Background: an optimization exercise with open tools, aiming at small area. Do not read the settings as production practice. Where RTL was checked, it was by simulation tests only, not by an equivalence proof against the original. Function not checked in run 1: the RTL went through the layout flow alone.

## flow/design.v (module list and top-level ports; edited modules follow where they fit)
// module cordic_sin_cos: 743 lines
module cordic_sin_cos (
    input clk, input rst_n,
    input signed [31:0] angle, input pre_vaild,
    output signed [31:0] sin, output signed [31:0] cos, output post_vaild);
  // ...
==> flow/flow/run.sh <==
#!/bin/bash
set -euo pipefail
export BUFFER_PORTS_ARGS="-buffer_cell sky130_fd_sc_hd__buf_1"
export CTS_ARGS="-sink_clustering_enable -repair_clock_nets -dont_use_dummy_load -buf_list sky130_fd_sc_hd__clkbuf_8 -sink_clustering_size 20 -sink_clustering_max_diameter 50"
bash standard.sh > standard.log 2>&1
==> flow/standard.sh <==
#!/bin/bash
# synth_recipe.tcl (not shown) runs the flow's synth.tcl, then flattens the netlist and writes it again
# the make line also repeats each setting of config.mk as NAME=value (left out here)
make -C /OpenROAD-flow-scripts/flow DESIGN_CONFIG=/design/flow/config.mk WORK_HOME=/design/flow/orfs CLKGATE_MAP_FILE= SYNTH_SCRIPT=/design/flow/synth_recipe.tcl "${@:-finish}"
==> flow/config.mk <==
export PLATFORM = sky130hd
export DESIGN_NAME = cordic_sin_cos
export DESIGN_NICKNAME = cordic_sin_cos
export VERILOG_FILES = /design/flow/design.v
export SDC_FILE = /design/flow/constraint.sdc
export NUM_CORES = 4
export LEC_CHECK = 0
export CAP_MARGIN = 20
export CORE_MARGIN = 2
export CORE_UTILIZATION = 40
export SLEW_MARGIN = 20
==> flow/constraint.sdc <==
create_clock -name core_clock -period 6.0 [get_ports {clk}]
set_input_delay 1.2000 -clock core_clock [delete_from_list [all_inputs] [get_ports {clk}]]
set_output_delay 1.2000 -clock core_clock [all_outputs]
set_load 0.01 [all_outputs]
==> implementation parameters, run 1 <==
Parameter                              Value

Outcome
  Outcome ... no timing/DRC/antenna violations

Floorplan
  Effective utilization at floorplan ... 40.5%
  Die Wd ... 251 µm
  Cell row count ... 90
  Top-Level Pins ... 100

Synthesis
  Main combinational cell family by area after synthesis ... XOR/XNOR gates
  XOR/XNOR Fraction of Synth Area ... 21.2%
  Instance count of the mapped netlist ... 3,010
  Share of the synthesized area in compound gates (AO/OA/AOI/OAI) ... 20.0%

GRT
  Global-route track usage on met3 ... 1.91%
  Global-route usage over all layers ... 18.4%

Clock tree
  Insertion delay of the later-clocked pin in the worst-skew pair ... 0.58 ns
  Number of instances resized during post-cts repair ... 0
  # Post-CTS Setup Buffers ... 0
  Clock transition time at the flip-flop clock pins of the worst setup and hold paths ... 0.08 ns
  CTS sink count ... 253

Setup path
  Worst-case register-to-register setup slack ... 0.32 ns
  Destination of the critical timing path ... x11_q5[16]
  Dominant delay contributor by cell family on the critical path ... compound AO/OA/AOI/OAI gates
  Buffer and inverter count on the worst path ... 2

Place
  Pre-CTS worst setup slack ... 0.121 ns
  Gp weighted congestion ... 0.924

STA
  Setup TNS after final layout ... 0 ns
  Final max-slew violation count ... 0
  Upper clock frequency limit ... 0.176 GHz

Detailed routing
  Detailed-route vias per instance ... 5.41

Layout
  Register Area ... 0.00510 mm²
  Non-clock buffer contribution to total cell area ... 4.44%
  Number of logic inverters in the finished layout ... 157

Run
  Max_cap viols ... 0
==> inputs of run 2 (changes only) <==
--- a/flow/design.v
+++ b/flow/design.v
@@ -56,37 +56,34 @@
 wire [7:0] t10 = (ts10 == 2'd0) ? 8'd88 : (ts10 == 2'd1) ? 8'd142 : (ts10 == 2'd2) ? 8'd114 : 8'd168;
 wire [7:0] h10 = h8[7:0] + t10;
 wire d10 = ~h10_q3[7];
 wire signed [11:0] hs10 = {{4{h10_q3[7]}}, h10_q3};
 wire [1:0] cm11;
 assign cm11[0] = hs10 >= -12'sd57;
 assign cm11[1] = hs10 >= 12'sd57;
 wire d11 = cm11[{d10}];
-wire [3:0] cm12;
-assign cm12[0] = hs10 >= -12'sd86;
-assign cm12[1] = hs10 >= 12'sd28;
-assign cm12[2] = hs10 >= -12'sd28;
-assign cm12[3] = hs10 >= 12'sd86;
-wire d12 = cm12[{d11,d10}];
-wire [2:0] ts13 = {d12,d11,d10};
-wire [4:0] t13 = (ts13 == 3'd0) ? 5'd4 : (ts13 == 3'd1) ? 5'd18 : (ts13 == 3'd2) ? 5'd10 : (ts13 == 3'd3) ? 5'd24 : (ts13 == 3'd4) ? 5'd8 : (ts13 == 3'd5) ? 5'd22 : (ts13 == 3'd6) ? 5'd14 : 5'd28;
-wire [4:0] h13 = h10_q3[4:0] + t13;
-wire d13 = ~h13[4];
-wire signed [8:0] hs13 = {{4{h13[4]}}, h13};
-wire [1:0] cm14;
-assign cm14[0] = hs13 >= -9'sd7;
-assign cm14[1] = hs13 >= 9'sd7;
-wire d14 = cm14[{d13}];
-wire [3:0] cm15;
-assign cm15[0] = hs13 >= -9'sd11;
-assign cm15[1] = hs13 >= 9'sd3;
-assign cm15[2] = hs13 >= -9'sd3;
-assign cm15[3] = hs13 >= 9'sd11;
-wire d15 = cm15[{d14,d13}];
+wire [1:0] ts12 = {d11,d10};
+wire [5:0] t12 = (ts12 == 2'd0) ? 6'd22 : (ts12 == 2'd1) ? 6'd36 : (ts12 == 2'd2) ? 6'd28 : 6'd42;
+wire [5:0] h12 = h10_q3[5:0] + t12;
+wire d12 = ~h12[5];
+wire signed [9:0] hs12 = {{4{h12[5]}}, h12};
+wire [1:0] cm13;
+assign cm13[0] = hs12 >= -10'sd14;
+assign cm13[1] = hs12 >= 10'sd14;
+wire d13 = cm13[{d12}];
+wire [1:0] ts14 = {d13,d12};
+wire [3:0] t14 = (ts14 == 2'd0) ? 4'd5 : (ts14 == 2'd1) ? 4'd9 : (ts14 == 2'd2) ? 4'd7 : 4'd11;
+wire [3:0] h14 = h12[3:0] + t14;
+wire d14 = ~h14[3];
+wire signed [7:0] hs14 = {{4{h14[3]}}, h14};
+wire [1:0] cm15;
+assign cm15[0] = hs14 >= -8'sd4;
+assign cm15[1] = hs14 >= 8'sd4;
+wire d15 = cm15[{d14}];
 wire [5:0] rs6 = {d5_q2,d4_q2,d3_q2,d2_q2,d1_q2,d0_q2};
 wire [16:0] x6 = (rs6 == 6'd0) ? 17'd121846 : (rs6 == 6'd1) ? 17'd64869 : (rs6 == 6'd2) ? 17'd46361 : (rs6 == 6'd3) ? 17'd46301 : (rs6 == 6'd4) ? 17'd22389 : (rs6 == 6'd5) ? 17'd61579 : (rs6 == 6'd6) ? 17'd62696 : (rs6 == 6'd7) ? 17'd19035 : (rs6 == 6'd8) ? 17'd7028 : (rs6 == 6'd9) ? 17'd65146 : (rs6 == 6'd10) ? 17'd56333 : (rs6 == 6'd11) ? 17'd33464 : (rs6 == 6'd12) ? 17'd36858 : (rs6 == 6'd13) ? 17'd54174 : (rs6 == 6'd14) ? 17'd65454 : (rs6 == 6'd15) ? 17'd3018 : (rs6 == 6'd16) ? 17'd129996 : (rs6 == 6'd17) ? 17'd65514 : (rs6 == 6'd18) ? 17'd51766 : (rs6 == 6'd19) ? 17'd40168 : (rs6 == 6'd20) ? 17'd29882 : (rs6 == 6'd21) ? 17'd58313 : (rs6 == 6'd22) ? 17'd64581 : (rs6 == 6'd23) ? 17'd11082 : (rs6 == 6'd24) ? 17'd15085 : (rs6 == 6'd25) ? 17'd63764 : (rs6 == 6'd26) ? 17'd60061 : (rs6 == 6'd27) ? 17'd26189 : (rs6 == 6'd28) ? 17'd43317 : (rs6 == 6'd29) ? 17'd49165 : (rs6 == 6'd30) ? 17'd65321 : (rs6 == 6'd31) ? 17'd125918 : (rs6 == 6'd32) ? 17'd125916 : (rs6 == 6'd33) ? 17'd65319 : (rs6 == 6'd34) ? 17'd49163 : (rs6 == 6'd35) ? 17'd43317 : (rs6 == 6'd36) ? 17'd26191 : (rs6 == 6'd37) ? 17'd60061 : (rs6 == 6'd38) ? 17'd63764 : (rs6 == 6'd39) ? 17'd15085 : (rs6 == 6'd40) ? 17'd11082 : (rs6 == 6'd41) ? 17'd64580 : (rs6 == 6'd42) ? 17'd58313 : (rs6 == 6'd43) ? 17'd29882 : (rs6 == 6'd44) ? 17'd40170 : (rs6 == 6'd45) ? 17'd51768 : (rs6 == 6'd46) ? 17'd65516 : (rs6 == 6'd47) ? 17'd129998 : (rs6 == 6'd48) ? 17'd3018 : (rs6 == 6'd49) ? 17'd65454 : (rs6 == 6'd50) ? 17'd54174 : (rs6 == 6'd51) ? 17'd36858 : (rs6 == 6'd52) ? 17'd33466 : (rs6 == 6'd53) ? 17'd56335 : (rs6 == 6'd54) ? 17'd65147 : (rs6 == 6'd55) ? 17'd7030 : (rs6 == 6'd56) ? 17'd19037 : (rs6 == 6'd57) ? 17'd62698 : (rs6 == 6'd58) ? 17'd61581 : (rs6 == 6'd59) ? 17'd22389 : (rs6 == 6'd60) ? 17'd46303 : (rs6 == 6'd61) ? 17'd46365 : (rs6 == 6'd62) ? 17'd64873 : 17'd121850;
 wire [16:0] yt6 = (rs6 == 6'd0) ? 17'd66203 : (rs6 == 6'd1) ? 17'd121850 : (rs6 == 6'd2) ? 17'd84773 : (rs6 == 6'd3) ? 17'd46365 : (rs6 == 6'd4) ? 17'd69493 : (rs6 == 6'd5) ? 17'd22389 : (rs6 == 6'd6) ? 17'd112037 : (rs6 == 6'd7) ? 17'd62698 : (rs6 == 6'd8) ? 17'd65927 : (rs6 == 6'd9) ? 17'd7030 : (rs6 == 6'd10) ? 17'd97607 : (rs6 == 6'd11) ? 17'd56335 : (rs6 == 6'd12) ? 17'd76898 : (rs6 == 6'd13) ? 17'd36858 : (rs6 == 6'd14) ? 17'd128054 : (rs6 == 6'd15) ? 17'd65454 : (rs6 == 6'd16) ? 17'd65558 : (rs6 == 6'd17) ? 17'd129998 : (rs6 == 6'd18) ? 17'd90904 : (rs6 == 6'd19) ? 17'd51768 : (rs6 == 6'd20) ? 17'd72759 : (rs6 == 6'd21) ? 17'd29882 : (rs6 == 6'd22) ? 17'd119989 : (rs6 == 6'd23) ? 17'd64580 : (rs6 == 6'd24) ? 17'd67308 : (rs6 == 6'd25) ? 17'd15085 : (rs6 == 6'd26) ? 17'd104882 : (rs6 == 6'd27) ? 17'd60061 : (rs6 == 6'd28) ? 17'd81907 : (rs6 == 6'd29) ? 17'd43317 : (rs6 == 6'd30) ? 17'd5154 : (rs6 == 6'd31) ? 17'd65319 : (rs6 == 6'd32) ? 17'd65753 : (rs6 == 6'd33) ? 17'd125918 : (rs6 == 6'd34) ? 17'd87757 : (rs6 == 6'd35) ? 17'd49165 : (rs6 == 6'd36) ? 17'd71011 : (rs6 == 6'd37) ? 17'd26189 : (rs6 == 6'd38) ? 17'd115987 : (rs6 == 6'd39) ? 17'd63764 : (rs6 == 6'd40) ? 17'd66491 : (rs6 == 6'd41) ? 17'd11082 : (rs6 == 6'd42) ? 17'd101189 : (rs6 == 6'd43) ? 17'd58313 : (rs6 == 6'd44) ? 17'd79304 : (rs6 == 6'd45) ? 17'd40168 : (rs6 == 6'd46) ? 17'd1074 : (rs6 == 6'd47) ? 17'd65514 : (rs6 == 6'd48) ? 17'd65618 : (rs6 == 6'd49) ? 17'd3018 : (rs6 == 6'd50) ? 17'd94214 : (rs6 == 6'd51) ? 17'd54174 : (rs6 == 6'd52) ? 17'd74737 : (rs6 == 6'd53) ? 17'd33464 : (rs6 == 6'd54) ? 17'd124043 : (rs6 == 6'd55) ? 17'd65146 : (rs6 == 6'd56) ? 17'd68374 : (rs6 == 6'd57) ? 17'd19035 : (rs6 == 6'd58) ? 17'd108682 : (rs6 == 6'd59) ? 17'd61579 : (rs6 == 6'd60) ? 17'd84707 : (rs6 == 6'd61) ? 17'd46301 : (rs6 == 6'd62) ? 17'd9222 : 17'd64869;
 wire [16:0] y6 = yt6 ^ {17{~d6}};
 wire [17:0] x7_c;
 wire [16:0] x7;
 assign x7_c[0] = d6;
 wire [11:0] x7_l = {1'b0, x6[10], x6[9], x6[8], x6[7], x6[6], x6[5], x6[4], x6[3], x6[2], x6[1], x6[0]} + {1'b0, ~y6[16], ~y6[15], ~y6[14], ~y6[13], ~y6[12], ~y6[11], ~y6[10], ~y6[9], ~y6[8], ~y6[7], ~y6[6]} + d6;
==> implementation parameters, run 2 <==
Parameter                              Value

Setup path
  Max stage delay cell, worst path ... sky130_fd_sc_hd__dfxtp_1 (was sky130_fd_sc_hd__fa_1)
  Critical Path Max Stage Delay ... 0.52 ns (was 0.45 ns)
  Source of the critical timing path ... y15_q7[15] (was x9_q4[9])
  Buffer and inverter count on the worst path ... 4 (was 2)
  R2r worst-path depth ... 31 (was 22)
  Destination of the critical timing path ... cos[28] (was x11_q5[16])
  Reg2reg start ... h1_q1[10] (was x9_q4[9])
  Start-to-end type of the worst setup path ... register to output pin (was register to register)
  Worst-path cell chain ... inv_1, ha_1, mux2_2, ha_1, inv_1, mux2i_1, xnor2_1, ha_1, a21o_1, a21oi_2, nand2_1, a21boi_0, a211oi_1, xor2_1, buf_4, buf_1 (was ha_1, fa_1, a21oi_1, nand4b_1, nand3_1, and2_1, a31oi_1, xor2_1, inv_1, fa_1, a21o_1, a21oi_1, nor2b_1, o21a_1, o41a_1, or2_2, nor3_1, nand2_1, o31a_1, o22ai_1, fa_1, inv_1)
  Crit path depth ... 16 (was 22)
  Worst-case register-to-register setup slack ... 0.38 ns (was 0.32 ns)
  CP Launch Type ... register (unchanged)
  Top fanout value on the critical path ... 15 (was 5)
  Worst endpoint data arrival time ... 4.44 ns (was 6.19 ns)
  Dominant delay contributor by cell family on the critical path ... compound AO/OA/AOI/OAI gates (unchanged)
  Kind of capture point of the worst setup path ... output pin (was register)
  Worst flop-to-flop path endpoint ... h6_q2[11] (was x11_q5[16])
  Critical Path Most Common Cell ... sky130_fd_sc_hd__ha_1 (was sky130_fd_sc_hd__fa_1)
  Required time at the endpoint of the critical path ... 4.80 ns (was 6.51 ns)

Synthesis
  Main combinational cell family by area after synthesis ... XOR/XNOR gates (unchanged)
  Count of warnings emitted by yosys ... 1 (unchanged)
  Adder and majority cell fraction of the synthesized area ... 13.2% (was 13.1%)
  Synth top area share ... 20.4% (was 20.2%)
  Synthesis-stage register bit count ... 253 (unchanged)
  Cell area after synthesis ... 0.0242 mm² (was 0.0244 mm²)
  Largest area contributor in the synthesized netlist ... sky130_fd_sc_hd__dfxtp_1 (unchanged)
  Instance count of the mapped netlist ... 2,996 (was 3,010)
  Netlist cell types ... 95 (was 103)
  Commonest cells in the netlist ... 440 x sky130_fd_sc_hd__xnor2_1, 246 x sky130_fd_sc_hd__dfxtp_1, 213 x sky130_fd_sc_hd__nor2_1, 201 x sky130_fd_sc_hd__nand2_1, 200 x sky130_fd_sc_hd__a21oi_1 (was 426 x sky130_fd_sc_hd__xnor2_1, 246 x sky130_fd_sc_hd__dfxtp_1, 208 x sky130_fd_sc_hd__a21oi_1, 207 x sky130_fd_sc_hd__nand2_1, 200 x sky130_fd_sc_hd__nor2_1)
  Post-synthesis average cell area ... 8.07 µm² (was 8.10 µm²)
  Simple-gate share of the synthesized area ... 16.7% (was 17.8%)
  Share of the synthesized area in compound gates (AO/OA/AOI/OAI) ... 19.8% (was 20.0%)
  Most common cell in the synthesized netlist ... sky130_fd_sc_hd__xnor2_1 (unchanged)
  Net count of the mapped netlist ... 3,258 (was 3,271)
  Post-synth EDFFs ... 0 (unchanged)
  Multiplexer share of the synthesized area ... 1.88% (was 1.71%)
  Most frequently used flop master after synthesis ... sky130_fd_sc_hd__dfxtp_1 (unchanged)
  XOR/XNOR Fraction of Synth Area ... 21.4% (was 21.2%)
  Register area share after synthesis ... 21.1% (was 20.9%)
  Top post-synthesis cells by area ... sky130_fd_sc_hd__dfxtp_1 20%, sky130_fd_sc_hd__xnor2_1 16%, sky130_fd_sc_hd__ha_1 9.3% (was sky130_fd_sc_hd__dfxtp_1 20%, sky130_fd_sc_hd__xnor2_1 15%, sky130_fd_sc_hd__ha_1 9.2%)
  Asr flop ratio synth ... 2.77% (unchanged)

STA
  Setup TNS after final layout ... 0 ns (unchanged)
  Worst hold slack after final layout ... 0.307 ns (was 0.308 ns)
  Final hold violation count ... 0 (unchanged)
  Setup slack of the critical path after layout ... 0.356 ns (was 0.322 ns)
  Worst Tran Pin Value ... 0.996 ns (was 1.05 ns)
  Worst slew margin relative to its limit ... 33.6% (was 29.8%)
  Unrepaired setup endpoints after global routing ... true
  Final max-slew violation count ... 0 (unchanged)
  Post-route minimum period ... 5.64 ns (was 5.68 ns)
  Final setup viols ... 0 (unchanged)
  Clock skew ... 0.0891 ns (was 0.0476 ns)
  Upper clock frequency limit ... 0.177 GHz (was 0.176 GHz)
  Fin crit share ... 94.1% (was 94.6%)

Clock tree
  CTS buffer count ... 31 (was 34)
  Insertion delay of the later-clocked pin in the worst-skew pair ... 0.64 ns (was 0.58 ns)
  Clock transition time at the flip-flop clock pins of the worst setup and hold paths ... 0.10 ns (was 0.08 ns)
  Hold buffer count at CTS ... 0 (unchanged)
  Maximum level of the CTS H-tree ... 1 (was 2)
  CTS tree ... built (unchanged)
  Maximum root-to-sink buffer count ... 3 (unchanged)
  CTS sink count ... 253 (unchanged)
  Library cell used as clock root buffer ... sky130_fd_sc_hd__clkbuf_8 (unchanged)

Outcome
  Outcome ... no timing/DRC/antenna violations (unchanged)

GRT
  Global-route usage over all layers ... 18.0% (was 18.4%)
  Global-route wire length before repair ... 95,500 µm (was 97,500 µm)
  GRT overflow ... 0 (unchanged)
  Number of global-route vias before repair ... 19,688 (was 19,712)
  Number of antenna violations at the first check in global routing ... 1 (unchanged)
  Pin count of the biggest net entering global routing ... 80 (was 90)

Layout
  Top library cells by usage in the layout, fill and taps aside ... 438 x sky130_fd_sc_hd__xnor2_1, 241 x sky130_fd_sc_hd__dfxtp_1, 213 x sky130_fd_sc_hd__nor2_1 (was 421 x sky130_fd_sc_hd__xnor2_1, 242 x sky130_fd_sc_hd__dfxtp_1, 207 x sky130_fd_sc_hd__nand2_1)
  Number of fillers in the final layout ... 6,085 (was 6,087)
  Final cell area excluding filler cells ... 0.0263 mm² (was 0.0265 mm²)
  Fraction of final layout cells with drive strength greater than 1 ... 7.35% (was 7.85%)
  Register Area ... 0.00511 mm² (was 0.00510 mm²)
  Number of nets in the final layout ... 3,354 (was 3,359)
  Area growth from synthesis to final layout ... 8.70% (was 8.77%)
  Multi-input combinational cell area ... 0.0178 mm² (was 0.0182 mm²)
  Most frequent standard cell in the layout excluding fill and tap cells ... sky130_fd_sc_hd__xnor2_1 (unchanged)

Detailed routing
  Number of design rule violations left after detail routing ... 0 (unchanged)
  Average detailed-routed wire length per instance ... 15.1 µm (was 15.3 µm)
  Number of violations reported at the end of detailed-routing iteration 0 ... 1,429 (was 1,360)
  Routed Wire Length ... 58,400 µm (was 59,400 µm)
  Total number of vias ... 20,735 (was 20,996)
  Count of TritonRoute iterations in the first routing pass ... 8 (was 7)
  Number of nets with antenna violations after detailed routing ... 0 (unchanged)
  Detailed-route vias per instance ... 5.35 (was 5.41)

Place
  Pre-CTS worst setup slack ... -0.0232 ns (was 0.121 ns)
  PortBufs ... 92 (unchanged)
  Hpwl dp ... 46,800 µm (was 46,400 µm)
  Placed standard-cell area ... 0.0257 mm² (was 0.0259 mm²)
  Gp weighted congestion ... 0.944 (was 0.924)

Min path
  Hold Path Cell Cnt ... 0 (unchanged)
  Worst hold path class ... register to register (unchanged)

Floorplan
  Placeable core area ... 0.0600 mm² (was 0.0602 mm²)
  Chip height ... 250 µm (was 251 µm)
  Cell row count ... 90 (unchanged)
  Effective utilization at floorplan ... 40.3% (was 40.5%)
  Die Wd ... 250 µm (was 251 µm)
  Total die area ... 0.0624 mm² (was 0.0629 mm²)
  Top-Level Pins ... 100 (unchanged)

Run
  Max_cap viols ... 0 (unchanged)
==> run 2: changes by cell type in the layout (fill, tap and decap cells not counted), moves of 17 or more <==
cell / previous run / this run
sky130_fd_sc_hd__inv_1: 151 / 189
sky130_fd_sc_hd__nand3_1: 67 / 50
sky130_fd_sc_hd__o21ai_0: 141 / 102
sky130_fd_sc_hd__o21bai_1: 18 / 35
sky130_fd_sc_hd__xnor2_1: 421 / 438
==> run 2: layout make-up <==
| cell class | instances | share of cell area (%) |
|---|---|---|
| timing repair buffer | 214 | 4.80 |
| clock buffer | 31 | 1.62 |
| tap | 782 | 3.72 |
| antenna | 1 | 0.00952 |
| multi-input combinational | 2398 | 67.7 |
| inverter | 194 | 2.77 |
| sequential | 253 | 19.4 |
==> run 2: metrics by stage <==
| step | instances | util [%] |
|---|---|---|
| 2_1_floorplan | 2996 | - |
| 3_3_place_gp | 3837 | 42.9 |
| 3_5_place_dp | 3837 | 42.9 |
| 4_1_cts | 3868 | 43.6 |
| 5_1_grt | 3873 | 43.8 |
| 6_report | 3873 | 43.8 |
==> run 2: kinds of logic (layout without fill, tap and decap cells) <==
| logic type | Yosys count | count (layout) |
|---|---|---|
| AOI/OAI and AO/OA | 728 | 728 |
| xor gates and xnor gates | 584 | 584 |
| adders and majority gates | 227 | 227 |
| buffers and inverters | 345 | 439 |
| DFF | 253 | 253 |
| muxes | 44 | 44 |
| other | 0 | 1 |
| and+or+nand+nor | 815 | 815 |
==> run 2: timing repair <==
action,4_1_cts,5_1_grt
pin swaps,0,6
buffers inserted,0,4
gates resized for setup,1,21
setup endpoints to repair,1,43
==> run 2: worst min path at each step <==
stage / end / startpoint
floorplan: d0_q2 / d0_q1
global placement: s_q4 / s_q3
detailed placement: d13_q5 / d13_q4
CTS: d15_q6 / d15_q5
global route: d15_q6 / d15_q5
finish: s_q5 / s_q4
==> run 2: layer usage <==
layer	track usage (%)	part of all wire [%]	up-vias	routed length [µm]
met5	0	0	-	0
met4	6.30	3.3	0	1940
met3	1.99	4.2	121	2470
met2	32.7	50	477	29000
met1	21.9	43	9521	25000
li1	-	-	10616	-
==> inputs of run 3 (changes only) <==
==> flow/flow/run.sh (replaced) <==
#!/bin/bash
set -euo pipefail
export BUFFER_PORTS_ARGS="-buffer_cell sky130_fd_sc_hd__buf_1"
export CTS_ARGS="-sink_clustering_enable -repair_clock_nets -dont_use_dummy_load -buf_list sky130_fd_sc_hd__clkbuf_8 -sink_clustering_size 20 -sink_clustering_max_diameter 65"
bash standard.sh > standard.log 2>&1
--- a/flow/config.mk
+++ b/flow/config.mk
@@ -7,5 +7,5 @@
 export LEC_CHECK = 0
 export CAP_MARGIN = 20
 export CORE_MARGIN = 2
-export CORE_UTILIZATION = 40
+export CORE_UTILIZATION = 70
 export SLEW_MARGIN = 20
==> implementation parameters, run 3 <==
Parameter                              Value

Detailed routing
  Number of nets with antenna violations after detailed routing ... 0 (unchanged)
  Number of design rule violations left after detail routing ... 0 (unchanged)
  Number of violations reported at the end of detailed-routing iteration 0 ... 1,858 (was 1,429)
  Routed Wire Length ... 62,300 µm (was 58,400 µm)
  Count of TritonRoute iterations in the first routing pass ... 6 (was 8)
  Detailed-route vias per instance ... 6.21 (was 5.35)
  Total number of vias ... 21,858 (was 20,735)
  Average detailed-routed wire length per instance ... 17.7 µm (was 15.1 µm)

Place
  Number of cells in the design after placement ... 3,495 (was 3,837)
  Gp weighted congestion ... 0.968 (was 0.944)
  Hpwl dp ... 48,500 µm (was 46,800 µm)
  PortBufs ... 92 (unchanged)

Clock tree
  Library cell used as clock root buffer ... sky130_fd_sc_hd__clkbuf_8 (unchanged)
  CTS sink count ... 253 (unchanged)
  CTS tree ... built (unchanged)
  Clock transition time at the flip-flop clock pins of the worst setup and hold paths ... 0.08 ns (was 0.10 ns)
  Maximum level of the CTS H-tree ... 1 (unchanged)
  Maximum root-to-sink buffer count ... 3 (unchanged)
  Insertion delay of the later-clocked pin in the worst-skew pair ... 0.57 ns (was 0.64 ns)
  CTS buffer count ... 22 (was 31)

Setup path
  CP Launch Type ... register (unchanged)
  Dominant delay contributor by cell family on the critical path ... compound AO/OA/AOI/OAI gates (unchanged)
  Critical Path Max Stage Delay ... 0.44 ns (was 0.52 ns)
  Buffer and inverter count on the worst path ... 0 (was 4)
  Kind of capture point of the worst setup path ... register (was output pin)
  Worst endpoint data arrival time ... 6.29 ns (was 4.44 ns)
  Required time at the endpoint of the critical path ... 6.49 ns (was 4.80 ns)
  Critical Path Most Common Cell ... sky130_fd_sc_hd__a21oi_2 (was sky130_fd_sc_hd__ha_1)
  Start-to-end type of the worst setup path ... register to register (was register to output pin)
  Top fanout value on the critical path ... 7 (was 15)
  Max stage delay cell, worst path ... sky130_fd_sc_hd__o41a_1 (was sky130_fd_sc_hd__dfxtp_1)

Synthesis
  Net count of the mapped netlist ... 3,258 (unchanged)
  Top post-synthesis cells by area ... sky130_fd_sc_hd__dfxtp_1 20%, sky130_fd_sc_hd__xnor2_1 16%, sky130_fd_sc_hd__ha_1 9.3% (unchanged)
  Netlist cell types ... 95 (unchanged)
  Count of warnings emitted by yosys ... 1 (unchanged)
  Largest area contributor in the synthesized netlist ... sky130_fd_sc_hd__dfxtp_1 (unchanged)
  Asr flop ratio synth ... 2.77% (unchanged)
  Register area share after synthesis ... 21.1% (unchanged)
  Most frequently used flop master after synthesis ... sky130_fd_sc_hd__dfxtp_1 (unchanged)
  Most common cell in the synthesized netlist ... sky130_fd_sc_hd__xnor2_1 (unchanged)
  Post-synth EDFFs ... 0 (unchanged)
  Commonest cells in the netlist ... 440 x sky130_fd_sc_hd__xnor2_1, 246 x sky130_fd_sc_hd__dfxtp_1, 213 x sky130_fd_sc_hd__nor2_1, 201 x sky130_fd_sc_hd__nand2_1, 200 x sky130_fd_sc_hd__a21oi_1 (unchanged)
  Cell area after synthesis ... 0.0242 mm² (unchanged)
  Instance count of the mapped netlist ... 2,996 (unchanged)
  Synthesis-stage register bit count ... 253 (unchanged)
  Post-synthesis average cell area ... 8.07 µm² (unchanged)
  Synth top area share ... 20.4% (unchanged)

Floorplan
  Chip height ... 190 µm (was 250 µm)
  Total die area ... 0.0360 mm² (was 0.0624 mm²)
  Die Wd ... 190 µm (was 250 µm)
  Top-Level Pins ... 100 (unchanged)
  Placeable core area ... 0.0343 mm² (was 0.0600 mm²)
  Effective utilization at floorplan ... 70.5% (was 40.3%)
  Cell row count ... 68 (was 90)

Layout
  Most frequent standard cell in the layout excluding fill and tap cells ... sky130_fd_sc_hd__xnor2_1 (unchanged)
  Top library cells by usage in the layout, fill and taps aside ... 435 x sky130_fd_sc_hd__xnor2_1, 237 x sky130_fd_sc_hd__dfxtp_1, 212 x sky130_fd_sc_hd__nor2_1 (was 438 x sky130_fd_sc_hd__xnor2_1, 241 x sky130_fd_sc_hd__dfxtp_1, 213 x sky130_fd_sc_hd__nor2_1)
  Area growth from synthesis to final layout ... 6.43% (was 8.70%)
  Util after Layout ... 75.1% (was 43.8%)
  # diodes ... 0 (was 1)
  Non-filler cells in the finished layout ... 3,520 (was 3,873)
  Number of nets in the final layout ... 3,329 (was 3,354)
  Fraction of final layout cells with drive strength greater than 1 ... 7.31% (was 7.35%)

GRT
  GRT overflow ... 0 (unchanged)
  Number of antenna violations at the first check in global routing ... 0 (was 1)
  Global-route wire length before repair ... 101,000 µm (was 95,500 µm)
  Pin count of the biggest net entering global routing ... 56 (was 80)
  Global-route usage over all layers ... 33.3% (was 18.0%)
  Number of global-route vias before repair ... 21,053 (was 19,688)

Run
  Max_cap viols ... 0 (unchanged)

STA
  Final max-slew violation count ... 0 (unchanged)
  Worst slew margin relative to its limit ... 30.4% (was 33.6%)
  Final setup viols ... 0 (unchanged)
  Post-route minimum period ... 5.80 ns (was 5.64 ns)
  Final hold violation count ... 0 (unchanged)
  Clock skew ... 0.0390 ns (was 0.0891 ns)
  Upper clock frequency limit ... 0.172 GHz (was 0.177 GHz)
  Fin crit share ... 96.7% (was 94.1%)
  Setup TNS after final layout ... 0 ns (unchanged)
  Worst Tran Pin Value ... 1.04 ns (was 0.996 ns)
  Unrepaired setup endpoints after global routing ... true (unchanged)
  Worst hold slack after final layout ... 0.325 ns (was 0.307 ns)

Min path
  Worst hold path class ... register to register (unchanged)

Outcome
  Outcome ... no timing/DRC/antenna violations (unchanged)
run 3: cell types whose count changed in the layout (fill, tap and decap cells not counted), sizes merged:
cell    previous run  this run
clkbuf            31        22
diode              1         0
buf              214       198
run 3: worst register-to-register path, delay by kind of cell, from the launching register on:
kind	cells	cell delay (ns)
AOI/OAI and AO/OA	20	3.34
adders and majority gates	3	0.92
and+or+nand+nor	6	0.65
xor gates and xnor gates	3	0.42
DFF	1	0.37
run 3: what timing repair did:
action | in CTS | in global routing
hold buffers | 0 | 0
resized for setup | 6 | 40
endpoints found under the setup margin | 2 | 35
pin swaps | 4 | 8
setup buffers | 1 | 1
run 3: worst paths after layout:
path	slack, ns	to	from	cells past startpoint
max in group asynchronous	5.23	vr[5]	rst_n	1
min in group asynchronous	0.52	vr[1]	rst_n	1
setup / recovery	0.20	h6_q2[11]	h1_q1[3]	32
hold reg to reg	0.33	d0_q2	d0_q1	0
hold / removal	0.33	d0_q2	d0_q1	0
setup reg to reg	0.20	h6_q2[11]	h1_q1[3]	32
run 3: cells by family after synthesis:
kind of cell	count (synthesis)	share of synthesized area, %
and+or+nand+nor	815	16.7
AOI/OAI and AO/OA	728	19.8
xor gates and xnor gates	584	21.4
buffers and inverters	345	5.90
DFF	253	21.1
adders and majority gates	227	13.2
muxes	44	1.88
run 3: layout make-up:
cell class	instances	area (µm²)
multi-input cells	2398	17900
flip-flops and latches	253	5110
repair buffers	198	1140
fillers	2551	8550
well taps	455	569
clock buffers	22	303
inverters	194	728
run 3: metrics by stage:
stage	instance area, µm²	setup WS (ns)
global placement	25200	0.0822
floorplan	24200	0.0634
global route	25700	-0.166
CTS	25500	0.00772
detailed placement	25200	-0.308
finish	25700	0.196
run 3: routing by layer:
| layer | track usage (%) | routed length, µm | share of wire [%] | vias up |
|---|---|---|---|---|
| li1 | - | - | - | 10582 |
| met3 | 3.71 | 3330 | 5.3 | 170 |
| met2 | 60.0 | 30800 | 49 | 773 |
| met5 | 0 | 0 | 0 | - |
| met4 | 12.6 | 2360 | 3.8 | 0 |
| met1 | 40.9 | 25800 | 41 | 10333 |
==> inputs of run 4 (changes only) <==
--- a/flow/config.mk
+++ b/flow/config.mk
@@ -7,5 +7,5 @@
 export LEC_CHECK = 0
 export CAP_MARGIN = 20
 export CORE_MARGIN = 2
-export CORE_UTILIZATION = 70
+export CORE_UTILIZATION = 60
 export SLEW_MARGIN = 20
==> implementation parameters, run 4 <==
Parameter                              Value

Outcome
  Outcome ... no timing/DRC/antenna violations (unchanged)

Floorplan
  Chip height ... 205 µm (was 190 µm)
  Top-Level Pins ... 100 (unchanged)
  Total die area ... 0.0419 mm² (was 0.0360 mm²)
  Die Wd ... 205 µm (was 190 µm)
  Effective utilization at floorplan ... 60.9% (was 70.5%)
  Placeable core area ... 0.0397 mm² (was 0.0343 mm²)
  Cell row count ... 73 (was 68)

Layout
  Non-filler cells in the finished layout ... 3,584 (was 3,520)
  Number of nets in the final layout ... 3,323 (was 3,329)
  # diodes ... 0 (unchanged)
  Util after Layout ... 65.0% (was 75.1%)
  Fraction of final layout cells with drive strength greater than 1 ... 6.86% (was 7.31%)
  Final cell area excluding filler cells ... 0.0258 mm² (was 0.0257 mm²)
  Top library cells by usage in the layout, fill and taps aside ... 436 x sky130_fd_sc_hd__xnor2_1, 239 x sky130_fd_sc_hd__dfxtp_1, 212 x sky130_fd_sc_hd__nor2_1 (was 435 x sky130_fd_sc_hd__xnor2_1, 237 x sky130_fd_sc_hd__dfxtp_1, 212 x sky130_fd_sc_hd__nor2_1)
  Most frequent standard cell in the layout excluding fill and tap cells ... sky130_fd_sc_hd__xnor2_1 (unchanged)
  Area growth from synthesis to final layout ... 6.77% (was 6.43%)

STA
  Final setup viols ... 0 (unchanged)
  Post-route minimum period ... 5.73 ns (was 5.80 ns)
  Setup TNS after final layout ... 0 ns (unchanged)
  Worst Tran Pin Value ... 0.934 ns (was 1.04 ns)
  Worst hold slack after final layout ... 0.311 ns (was 0.325 ns)
  Worst slew margin relative to its limit ... 37.7% (was 30.4%)
  Final max-slew violation count ... 0 (unchanged)
  Upper clock frequency limit ... 0.175 GHz (was 0.172 GHz)
  Clock skew ... 0.0912 ns (was 0.0390 ns)
  Fin crit share ... 95.4% (was 96.7%)
  Final hold violation count ... 0 (unchanged)
  Unrepaired setup endpoints after global routing ... true (unchanged)

GRT
  Number of global-route vias before repair ... 20,035 (was 21,053)
  Pin count of the biggest net entering global routing ... 60 (was 56)
  GRT overflow ... 0 (unchanged)
  Global-route wire length before repair ... 99,400 µm (was 101,000 µm)
  Number of antenna violations at the first check in global routing ... 0 (unchanged)
  Global-route usage over all layers ... 28.4% (was 33.3%)

Synthesis
  Netlist cell types ... 95 (unchanged)
  Asr flop ratio synth ... 2.77% (unchanged)
  Net count of the mapped netlist ... 3,258 (unchanged)
  Synthesis-stage register bit count ... 253 (unchanged)
  Most common cell in the synthesized netlist ... sky130_fd_sc_hd__xnor2_1 (unchanged)
  Instance count of the mapped netlist ... 2,996 (unchanged)
  Commonest cells in the netlist ... 440 x sky130_fd_sc_hd__xnor2_1, 246 x sky130_fd_sc_hd__dfxtp_1, 213 x sky130_fd_sc_hd__nor2_1, 201 x sky130_fd_sc_hd__nand2_1, 200 x sky130_fd_sc_hd__a21oi_1 (unchanged)
  Largest area contributor in the synthesized netlist ... sky130_fd_sc_hd__dfxtp_1 (unchanged)
  Post-synth EDFFs ... 0 (unchanged)
  Cell area after synthesis ... 0.0242 mm² (unchanged)
  Post-synthesis average cell area ... 8.07 µm² (unchanged)
  Top post-synthesis cells by area ... sky130_fd_sc_hd__dfxtp_1 20%, sky130_fd_sc_hd__xnor2_1 16%, sky130_fd_sc_hd__ha_1 9.3% (unchanged)
  Count of warnings emitted by yosys ... 1 (unchanged)
  Most frequently used flop master after synthesis ... sky130_fd_sc_hd__dfxtp_1 (unchanged)
  Register area share after synthesis ... 21.1% (unchanged)
  Synth top area share ... 20.4% (unchanged)

Clock tree
  CTS buffer count ... 27 (was 22)
  Maximum level of the CTS H-tree ... 1 (unchanged)
  Clock transition time at the flip-flop clock pins of the worst setup and hold paths ... 0.10 ns (was 0.08 ns)
  Insertion delay of the later-clocked pin in the worst-skew pair ... 0.62 ns (was 0.57 ns)
  Maximum root-to-sink buffer count ... 3 (unchanged)
  Library cell used as clock root buffer ... sky130_fd_sc_hd__clkbuf_8 (unchanged)
  CTS sink count ... 253 (unchanged)
  CTS tree ... built (unchanged)

Detailed routing
  Number of nets with antenna violations after detailed routing ... 0 (unchanged)
  Routed Wire Length ... 60,800 µm (was 62,300 µm)
  Average detailed-routed wire length per instance ... 17.0 µm (was 17.7 µm)
  Count of TritonRoute iterations in the first routing pass ... 6 (unchanged)
  Number of violations reported at the end of detailed-routing iteration 0 ... 1,601 (was 1,858)
  Total number of vias ... 21,241 (was 21,858)
  Number of design rule violations left after detail routing ... 0 (unchanged)
  Detailed-route vias per instance ... 5.93 (was 6.21)

Setup path
  Worst flop-to-flop path endpoint ... h6_q2[11] (unchanged)
  Top fanout value on the critical path ... 4 (was 7)
  Kind of capture point of the worst setup path ... register (unchanged)
  Reg2reg start ... h1_q1[8] (was h1_q1[3])
  Worst endpoint data arrival time ... 6.18 ns (was 6.29 ns)
  Critical Path Max Stage Delay ... 0.43 ns (was 0.44 ns)
  Critical Path Most Common Cell ... sky130_fd_sc_hd__a21oi_2 (unchanged)
  CP Launch Type ... register (unchanged)
  Start-to-end type of the worst setup path ... register to register (unchanged)
  Required time at the endpoint of the critical path ... 6.45 ns (was 6.49 ns)
  Max stage delay cell, worst path ... sky130_fd_sc_hd__o41a_1 (unchanged)
  Worst-case register-to-register setup slack ... 0.27 ns (was 0.20 ns)
  R2r worst-path depth ... 31 (was 32)

Min path
  Launch instance of the worst min-delay path ... d13_q4 (was d0_q1)
  Worst hold path class ... register to register (unchanged)
  WHS Endpoint ... d13_q5 (was d0_q2)
  Hold Path Cell Cnt ... 0 (unchanged)

Place
  PortBufs ... 92 (unchanged)
  Placed standard-cell area ... 0.0252 mm² (about the same)
  Hpwl dp ... 47,600 µm (was 48,500 µm)
  Number of cells in the design after placement ... 3,555 (was 3,495)
  Gp weighted congestion ... 0.957 (was 0.968)

Run
  Max_cap viols ... 0 (unchanged)
==> run 4: cell counts after synthesis <==
Identical to the previous run, type by type.
==> run 4: stage by stage <==
step / worst slack [ns]
after floorplan: 0.0634
after global placement: 0.136
after detailed placement: 0.0772
after CTS: 0.00472
after global routing: -0.115
final: 0.274
==> run 4: worst max-delay path by stage <==
stage / from / end
finish: h1_q1[8] / h6_q2[11]
global route: h1_q1[8] / h6_q2[11]
CTS: h1_q1[0] / h6_q2[11]
detailed placement: h1_q1[0] / h6_q2[11]
global placement: h1_q1[0] / h6_q2[11]
floorplan: h1_q1[9] / h6_q2[11]
==> run 4: area by class of cell <==
| type | instances | area, µm² |
|---|---|---|
| tap | 525 | 657 |
| sequential | 253 | 5110 |
| timing repair buffer | 187 | 1070 |
| fill | 3500 | 13900 |
| inverter | 194 | 728 |
| clock buffer | 27 | 372 |
| multi-input combinational | 2398 | 17900 |
==> run 4: layer usage <==
layer | GRT usage [%] | wire length, µm | vias to the layer above
met2 | 47.2 | 28200 | 576
met1 | 38.7 | 27800 | 9997
met5 | 0 | 0 | -
li1 | - | - | 10545
met3 | 3.04 | 2940 | 123
met4 | 8.64 | 1880 | 0
==> run 4: what timing repair did <==
item / CTS / global route
gates resized for setup: 0 / 39
setup endpoints to repair: 0 / 54
buffers inserted: 0 / 2
hold buffers: 0 / 0
==> run 4: cell families after synthesis <==
| family | synth area share, % |
|---|---|
| simple gates | 16.7 |
| flops | 21.1 |
| compound gates | 19.8 |
| buf+inv | 5.90 |
| mux | 1.88 |
| fa+ha+maj | 13.2 |
| xor+xnor | 21.4 |
==> run 4: worst max-delay path: cells and delay by family, from the launching register on <==
kind	cells	cell delay (ns)
AO/OA/AOI/OAI	20	3.33
XOR/XNOR	3	0.34
adder cells (fa/ha/maj)	3	0.90
flip-flops	1	0.37
AND/OR/NAND/NOR	5	0.65

==> separate check: timing with driven ports <==
How much do the figures lean on ideal ports? The routed layouts below were timed once more, with nothing changed but the port constraints.
Step 1 (the two cells are an assumption about what drives the block):
set clk [get_ports {clk}]
set_driving_cell -lib_cell sky130_fd_sc_hd__clkbuf_16 $clk
set_driving_cell -lib_cell sky130_fd_sc_hd__buf_2 [delete_from_list [all_inputs] $clk]
Step 2 adds t to the input delays and takes it off the output delays; t is the mean of the earliest and latest rising clock arrival at the registers after step 1. Input paths then give back, and output paths get back, about the clock's delay inside the block.
Three values: no drivers, after step 1, after step 2; two values: the first two.
run	shift t [ns]	setup WS [ns]	worst register clock-pin slew, ns
run 1	0.615	0.322 / 0.322 / 0.322	0.10 / 0.10
run 2	0.659	0.356 / 0.299 / 0.380	0.10 / 0.10
run 3	0.603	0.196 / 0.196 / 0.196	0.11 / 0.11
run 4	0.616	0.274 / 0.274 / 0.274	0.10 / 0.10
After both steps setup and hold are still met in every run listed.
